Context: an optimization exercise on an open-source flow, tuned for a short achievable clock period and few clock cycles. The choices shown serve that exercise and are no tape-out recipe. Function was checked by simulation only, so behaviour that the tests miss may differ from the original. Power and IR drop assume default switching activity.

==> 04-19: inputs <==
Design pipelined_cpu, start of the top module:
module pipelined_cpu (
    input wire clk,
    input wire rst_n,
    output wire [31:0] instr_addr,
    input  wire [31:0] instr_data,
    output wire [31:0] data_addr,
    output wire [31:0] data_wdata,
    output wire [ 3:0] data_wenable,
    input  wire [31:0] data_rdata
);
Settings: LEC_CHECK=0, ABC_CLOCK_PERIOD_IN_PS=3500, CAP_MARGIN=20, CORE_MARGIN=2, CORE_UTILIZATION=40, PLACE_DENSITY=0.6, SLEW_MARGIN=20; clock period 11.0 ns.
standard.sh (not shown) runs the stock make flow with config.mk's settings and CLKGATE_MAP_FILE= SYNTH_SCRIPT=/design/flow/synth_recipe.tcl, a recipe that flattens the netlist after the stock synthesis.
==> flow/flow/run.sh <==
#!/bin/bash
# Standard layout, with repair_timing aiming for more setup slack than the
# flow settings allow (same clock, same constraints).
set -euo pipefail
bash standard.sh SETUP_SLACK_MARGIN=7.3 finish > standard_flow.log 2>&1
==> 10-27: changes against 04-19 <==
--- a/flow/design.v
+++ b/flow/design.v
@@ -132,13 +132,12 @@
   localparam BTB_N = 16;
   localparam BTB_IW = 4;
   localparam BTB_TW = 8;
   reg  [29:0] pc_f;
   reg         v_d;
   reg  [31:0] instr_d;
-  reg  [29:0] off_d;
   reg  [31:1] rs1oh_d, rs2oh_d;
   reg  [29:0] pc_d;
   reg         pt_d;
   reg  [29:0] ptgt_d;
   reg         v_e;
   reg  [31:0] a_e, b_e, sd_e;
@@ -157,47 +156,39 @@
   reg  [29:0] pc_e;
   reg  [29:0] link_e;
   reg  [29:0] tgt_e;
   reg         pt_e;
   reg  [29:0] ptgt_e;
   reg  [31:0] res_m;
-  reg  [31:0] addr_m;
   reg  [31:0] sd_m;
   reg  [ 3:0] wen_m;
   reg         ld_m;
   reg  [ 2:0] ldf_m;
   reg  [ 4:0] rd_m;
-  reg  [31:1] rdoh_m;
   reg         wr_m;
   reg         redir_m;
   reg         jalr_m;
   reg         taken_m;
   reg  [29:0] jt_m;
   reg  [29:0] tgt_m;
   reg  [29:0] link_m;
   reg         ctl_m;
   reg  [29:0] pc_m;
   wire [31:0] res_e;
   wire [31:0] wnext_m;
+  reg  [31:0] res_w;
+  reg  [ 4:0] rd_w;
+  reg         wr_w;
   reg  [BTB_N-1:0] btb_v;
   reg  [BTB_TW-1:0] btb_tag[0:BTB_N-1];
   reg  [29:0] btb_tgt[0:BTB_N-1];
   reg  [ 1:0] btb_ctr[0:BTB_N-1];
-  reg  [BTB_N-1:0] bsel_f;
+  wire [BTB_IW-1:0] bi_f = pc_f[BTB_IW-1:0];
   wire [BTB_TW-1:0] bt_f = pc_f[BTB_IW+BTB_TW-1:BTB_IW];
-  reg  [BTB_N-1:0] bh_f;
-  reg  [29:0] btgt_f;
-  integer bj;
-  always @(*) begin
-    btgt_f = 30'b0;
-    for (bj = 0; bj < BTB_N; bj = bj + 1) begin
-      bh_f[bj] = bsel_f[bj] && btb_v[bj] && btb_ctr[bj][1] && btb_tag[bj] == bt_f;
-      btgt_f = btgt_f | ({30{bh_f[bj]}} & btb_tgt[bj]);
-    end
-  end
-  wire bhit_f = |bh_f;
+  wire bhit_f = btb_v[bi_f] && btb_tag[bi_f] == bt_f && btb_ctr[bi_f][1];
+  wire [29:0] btgt_f = btb_tgt[bi_f];
   wire [BTB_IW-1:0] bi_m = pc_m[BTB_IW-1:0];
   wire [BTB_TW-1:0] bt_m = pc_m[BTB_IW+BTB_TW-1:BTB_IW];
   wire bmatch_m = btb_v[bi_m] && btb_tag[bi_m] == bt_m;
   wire [1:0] bctr_m = btb_ctr[bi_m];
   genvar gi;
   generate
@@ -223,53 +214,36 @@
     end
   endgenerate
   wire stall_d;
   wire [29:0] pc4_f = pc_f + 30'd1;
   wire [29:0] pred_f = bhit_f ? btgt_f : pc4_f;
   wire [29:0] redir_pc = jalr_m ? jt_m : (taken_m ? tgt_m : link_m);
-  wire [29:0] pc_next = redir_m ? redir_pc : pred_f;
-  wire [BTB_N-1:0] bsel_next = {{(BTB_N-1){1'b0}}, 1'b1} << pc_next[BTB_IW-1:0];
   always @(posedge clk or negedge rst_n) begin
-    if (!rst_n) begin
-      pc_f <= 30'b0;
-      bsel_f <= {{(BTB_N-1){1'b0}}, 1'b1};
-    end else if (redir_m || !stall_d) begin
-      pc_f <= pc_next;
-      bsel_f <= bsel_next;
-    end
-  end
-  reg [29:0] iaddr_q;
-  always @(posedge clk) begin
-    if (!rst_n) iaddr_q <= 30'b0;
-    else if (redir_m || !stall_d) iaddr_q <= pc_next;
+    if (!rst_n) pc_f <= 30'b0;
+    else if (redir_m) pc_f <= redir_pc;
+    else if (!stall_d) pc_f <= pred_f;
   end
-  assign instr_addr = {iaddr_q, 2'b00};
-  wire [31:0] offb_f = {{19{instr_data[31]}}, instr_data[31], instr_data[7], instr_data[30:25], instr_data[11:8], 1'b0};
-  wire [31:0] offj_f = {{11{instr_data[31]}}, instr_data[31], instr_data[19:12], instr_data[20], instr_data[30:21], 1'b0};
-  wire [31:0] off_full_f = instr_data[3] ? offj_f : offb_f;
-  wire [29:0] off_f = off_full_f[31:2];
+  assign instr_addr = {pc_f, 2'b00};
   wire [31:0] rs1oh_full = 32'b1 << instr_data[19:15];
   wire [31:0] rs2oh_full = 32'b1 << instr_data[24:20];
   wire [31:1] rs1oh_f = rs1oh_full[31:1];
   wire [31:1] rs2oh_f = rs2oh_full[31:1];
   always @(posedge clk or negedge rst_n) begin
     if (!rst_n) begin
       v_d <= 1'b0;
       instr_d <= 32'b0;
-      off_d <= 30'b0;
       rs1oh_d <= 31'b0;
       rs2oh_d <= 31'b0;
       pc_d <= 30'b0;
       pt_d <= 1'b0;
       ptgt_d <= 30'b0;
     end else if (redir_m) begin
       v_d <= 1'b0;
     end else if (!stall_d) begin
       v_d <= 1'b1;
       instr_d <= instr_data;
-      off_d <= off_f;
       rs1oh_d <= rs1oh_f;
       rs2oh_d <= rs2oh_f;
       pc_d <= pc_f;
       pt_d <= bhit_f;
       ptgt_d <= btgt_f;
     end
@@ -295,19 +269,21 @@
   wire [31:0] imm_i = {{20{instr_d[31]}}, instr_d[31:20]};
   wire [31:0] imm_s = {{20{instr_d[31]}}, instr_d[31:25], instr_d[11:7]};
   wire [31:0] imm_b = {{19{instr_d[31]}}, instr_d[31], instr_d[7], instr_d[30:25], instr_d[11:8], 1'b0};
   wire [31:0] imm_u = {instr_d[31:12], 12'b0};
   wire [31:0] imm_j = {{11{instr_d[31]}}, instr_d[31], instr_d[19:12], instr_d[20], instr_d[30:21], 1'b0};
   wire [31:0] imm_d = is_store ? imm_s : (is_lui | is_auipc) ? imm_u : imm_i;
-  wire [29:0] tgt_d = pc_d + off_d;
+  wire [31:0] tgtb_d = {pc_d, 2'b00} + imm_b;
+  wire [31:0] tgtj_d = {pc_d, 2'b00} + imm_j;
+  wire [31:0] tgt_d = is_jal ? tgtj_d : tgtb_d;
   reg [31:0] rf[1:31];
   generate
     for (gi = 1; gi < 32; gi = gi + 1) begin : g_rf
       always @(posedge clk or negedge rst_n) begin
         if (!rst_n) rf[gi] <= 32'b0;
-        else if (wr_m && rdoh_m[gi]) rf[gi] <= wnext_m;
+        else if (wr_w && rd_w == gi) rf[gi] <= res_w;
       end
     end
   endgenerate
   reg [31:0] rf1, rf2;
   integer ri;
   always @(*) begin
@@ -315,14 +291,14 @@
     rf2 = 32'b0;
     for (ri = 1; ri < 32; ri = ri + 1) begin
       rf1 = rf1 | ({32{rs1oh_d[ri]}} & rf[ri]);
       rf2 = rf2 | ({32{rs2oh_d[ri]}} & rf[ri]);
     end
   end
-  wire [31:0] rv1_d = rf1;
-  wire [31:0] rv2_d = rf2;
+  wire [31:0] rv1_d = (wr_w && rd_w == rs1_d) ? res_w : rf1;
+  wire [31:0] rv2_d = (wr_w && rd_w == rs2_d) ? res_w : rf2;
   wire m1_e = wr_e && rd_e == rs1_d;
   wire m2_e = wr_e && rd_e == rs2_d;
   wire m1_m = wr_m && rd_m == rs1_d;
   wire m2_m = wr_m && rd_m == rs2_d;
   assign stall_d = v_d && ld_e && ((use1_d && m1_e) || (use2_d && m2_e));
   wire a_rs1 = !(is_lui | is_auipc | is_jal);
@@ -361,13 +337,13 @@
       link_e <= 30'b0;
       tgt_e <= 30'b0;
       pt_e <= 1'b0;
       ptgt_e <= 30'b0;
     end else begin
       a_e <= (a_rs1 & m1_e) ? res_e : is_lui ? 32'b0 : (is_auipc | is_jal) ? {pc_d, 2'b00} : m1_m ? wnext_m : rv1_d;
-      b_e <= (b_rs2 & m2_e) ? (res_e ^ {32{alu_sub}}) : (!b_rs2 ? imm_d : m2_m ? wnext_m : rv2_d) ^ {32{alu_sub}};
+      b_e <= (b_rs2 & m2_e) ? res_e : !b_rs2 ? imm_d : m2_m ? wnext_m : rv2_d;
       sd_e <= m2_e ? res_e : m2_m ? wnext_m : rv2_d;
       sha_e <= !is_shift ? 32'b0 : m1_e ? res_e : m1_m ? wnext_m : rv1_d;
       shb_e <= !is_shift ? 5'b0 : !b_rs2 ? imm_d[4:0] : m2_e ? res_e[4:0] : m2_m ? wnext_m[4:0] : rv2_d[4:0];
       sub_e <= alu_sub;
       sel_add_e <= (!alu_class & !is_jal & !is_jalr) | (alu_class & f3_d == 3'b000);
       sel_sll_e <= alu_class & f3_d == 3'b001;
@@ -382,13 +358,13 @@
       f3_e <= f3_d;
       ld_e <= is_load;
       st_e <= !is_store ? 4'b0000 : f3_d[1] ? 4'b1111 : f3_d[0] ? 4'b0011 : 4'b0001;
       rd_e <= rd_d;
       pc_e <= pc_d;
       link_e <= pc_d + 30'd1;
-      tgt_e <= tgt_d;
+      tgt_e <= tgt_d[31:2];
       ptgt_e <= ptgt_d;
       if (redir_m || stall_d || !v_d) begin
         v_e <= 1'b0;
         wr_e <= 1'b0;
         br_e <= 1'b0;
         jal_e <= 1'b0;
@@ -403,20 +379,20 @@
         jal_e <= is_jal;
         jalr_e <= is_jalr;
         pt_e <= pt_d;
       end
     end
   end
-  wire [31:0] rdoh_e = 32'b1 << rd_e;
   wire [31:0] opa = a_e;
   wire [31:0] opb = b_e;
   wire [31:0] opsd = sd_e;
-  wire [32:0] sum = {1'b0, opa} + {1'b0, opb} + {32'b0, sub_e};
+  wire [31:0] opbx = opb ^ {32{sub_e}};
+  wire [32:0] sum = {1'b0, opa} + {1'b0, opbx} + {32'b0, sub_e};
   wire ltu = !sum[32];
-  wire lt = (opa[31] ^ opb[31]) ? ltu : opa[31];
-  wire eq = &(opa ^ opb);
+  wire lt = (opa[31] ^ opb[31]) ? opa[31] : ltu;
+  wire eq = opa == opb;
   wire [4:0] shamt = shb_e;
   wire [31:0] sll = sha_e << shamt;
   wire signed [32:0] sr_in = {sra_e & sha_e[31], sha_e};
   wire [32:0] sr_out = sr_in >>> shamt;
   wire [31:0] sr = sr_out[31:0];
   assign res_e =
@@ -444,32 +420,32 @@
   wire taken_e = jal_e | (br_e & cond_e);
   wire tgt_ok_e = ptgt_e == tgt_e;
   wire mis_e = v_e & (jalr_e | (taken_e ? !(pt_e & tgt_ok_e) : pt_e));
   always @(posedge clk or negedge rst_n) begin
     if (!rst_n) begin
       res_m <= 32'b0;
+      sd_m <= 32'b0;
       wen_m <= 4'b0;
       ld_m <= 1'b0;
       ldf_m <= 3'b0;
       rd_m <= 5'b0;
-      rdoh_m <= 31'b0;
       wr_m <= 1'b0;
       redir_m <= 1'b0;
       jalr_m <= 1'b0;
       taken_m <= 1'b0;
       jt_m <= 30'b0;
       tgt_m <= 30'b0;
       link_m <= 30'b0;
       ctl_m <= 1'b0;
       pc_m <= 30'b0;
     end else begin
       res_m <= res_e;
+      sd_m <= opsd;
       ld_m <= ld_e;
       ldf_m <= f3_e;
       rd_m <= rd_e;
-      rdoh_m <= rdoh_e[31:1];
       jalr_m <= jalr_e;
       taken_m <= taken_e;
       jt_m <= sum[31:2];
       tgt_m <= tgt_e;
       link_m <= link_e;
       pc_m <= pc_e;
@@ -483,17 +459,13 @@
         wr_m <= wr_e;
         redir_m <= mis_e;
         ctl_m <= v_e & (br_e | jal_e);
       end
     end
   end
-  always @(posedge clk) begin
-    if (ld_e || st_e != 4'b0) addr_m <= sum[31:0];
-    sd_m <= opsd;
-  end
-  assign data_addr = addr_m;
+  assign data_addr = res_m;
   assign data_wdata = sd_m;
   assign data_wenable = wen_m;
   reg [31:0] ldv_m;
   always @(*) begin
     case (ldf_m)
       3'b000:  ldv_m = {{24{data_rdata[7]}}, data_rdata[7:0]};
@@ -501,7 +473,18 @@
       3'b100:  ldv_m = {24'b0, data_rdata[7:0]};
       3'b101:  ldv_m = {16'b0, data_rdata[15:0]};
       default: ldv_m = data_rdata;
     endcase
   end
   assign wnext_m = ld_m ? ldv_m : res_m;
+  always @(posedge clk or negedge rst_n) begin
+    if (!rst_n) begin
+      res_w <= 32'b0;
+      rd_w <= 5'b0;
+      wr_w <= 1'b0;
+    end else begin
+      res_w <= wnext_m;
+      rd_w <= rd_m;
+      wr_w <= wr_m;
+    end
+  end
 endmodule
==> flow/flow/run.sh (replaced) <==
#!/bin/bash
# Standard layout, with repair_timing aiming for more setup slack than the
# flow settings allow (same clock, same constraints).
set -euo pipefail
bash standard.sh SETUP_SLACK_MARGIN=7 finish > standard_flow.log 2>&1
==> run notes <==
XOR/XNOR Fraction of Synth Area - 2.48%
Non-clk bufs - 539
Commonest cells post-synth - dfrtp_1 (2307), nand2_1 (1654), o21ai_0 (1226)
Initial Util - 40.3%
Crit-path slowest cell - nor3_1
Status - timing/DRC/antenna clean
Via count - 99400
Largest family of logic cells by synthesized area - compound AO/OA/AOI/OAI gates
[end of results for 04-19]
==> run notes <==
Status - timing/DRC/antenna clean
Non-clk bufs - 453
Total power - 23.3 mW
Initial Util - 40.2%
Crit-path slowest cell - dfrtp_1
Max Slew Vio Count - 0
Via count - 93200
Synth Instances - 9673
[end of results for 10-27]
Testbench counts of 04-19, summed over its fixed seeds: cycles 492,762.
Testbench counts of 10-27, summed over its fixed seeds: cycles 492,762.

[what the ideal ports hide]
How much do the figures lean on ideal ports? The routed layouts below were timed once more, with nothing changed but the port constraints.
Step 1, drivers: a clkbuf_16 drives clk and a buf_2 each remaining input, both assumed.
Step 2 moves the port delays by t, midway between the first and last clock arrival at a register: inputs arrive t later, outputs are due t later. That takes back most of the time a late clock gives input paths.
a / b / c = ideal ports / drivers / drivers and shift; a / b = the first two.
| run | t (ns) | slack for setup (ns) | slew at the worst register clock pin (ns) |
|---|---|---|---|
| 04-19 | 0.968 | 7.142 / 7.142 / 6.463 | 0.07 / 0.07 |
| 10-27 | 1.040 | 6.764 / 6.764 / 5.817 | 0.07 / 0.07 |
After both steps setup and hold are still met in every run listed. The setup slack of 10-27, which loses most, moves by 0.000 ns with the drivers and by -0.947 ns with both steps.
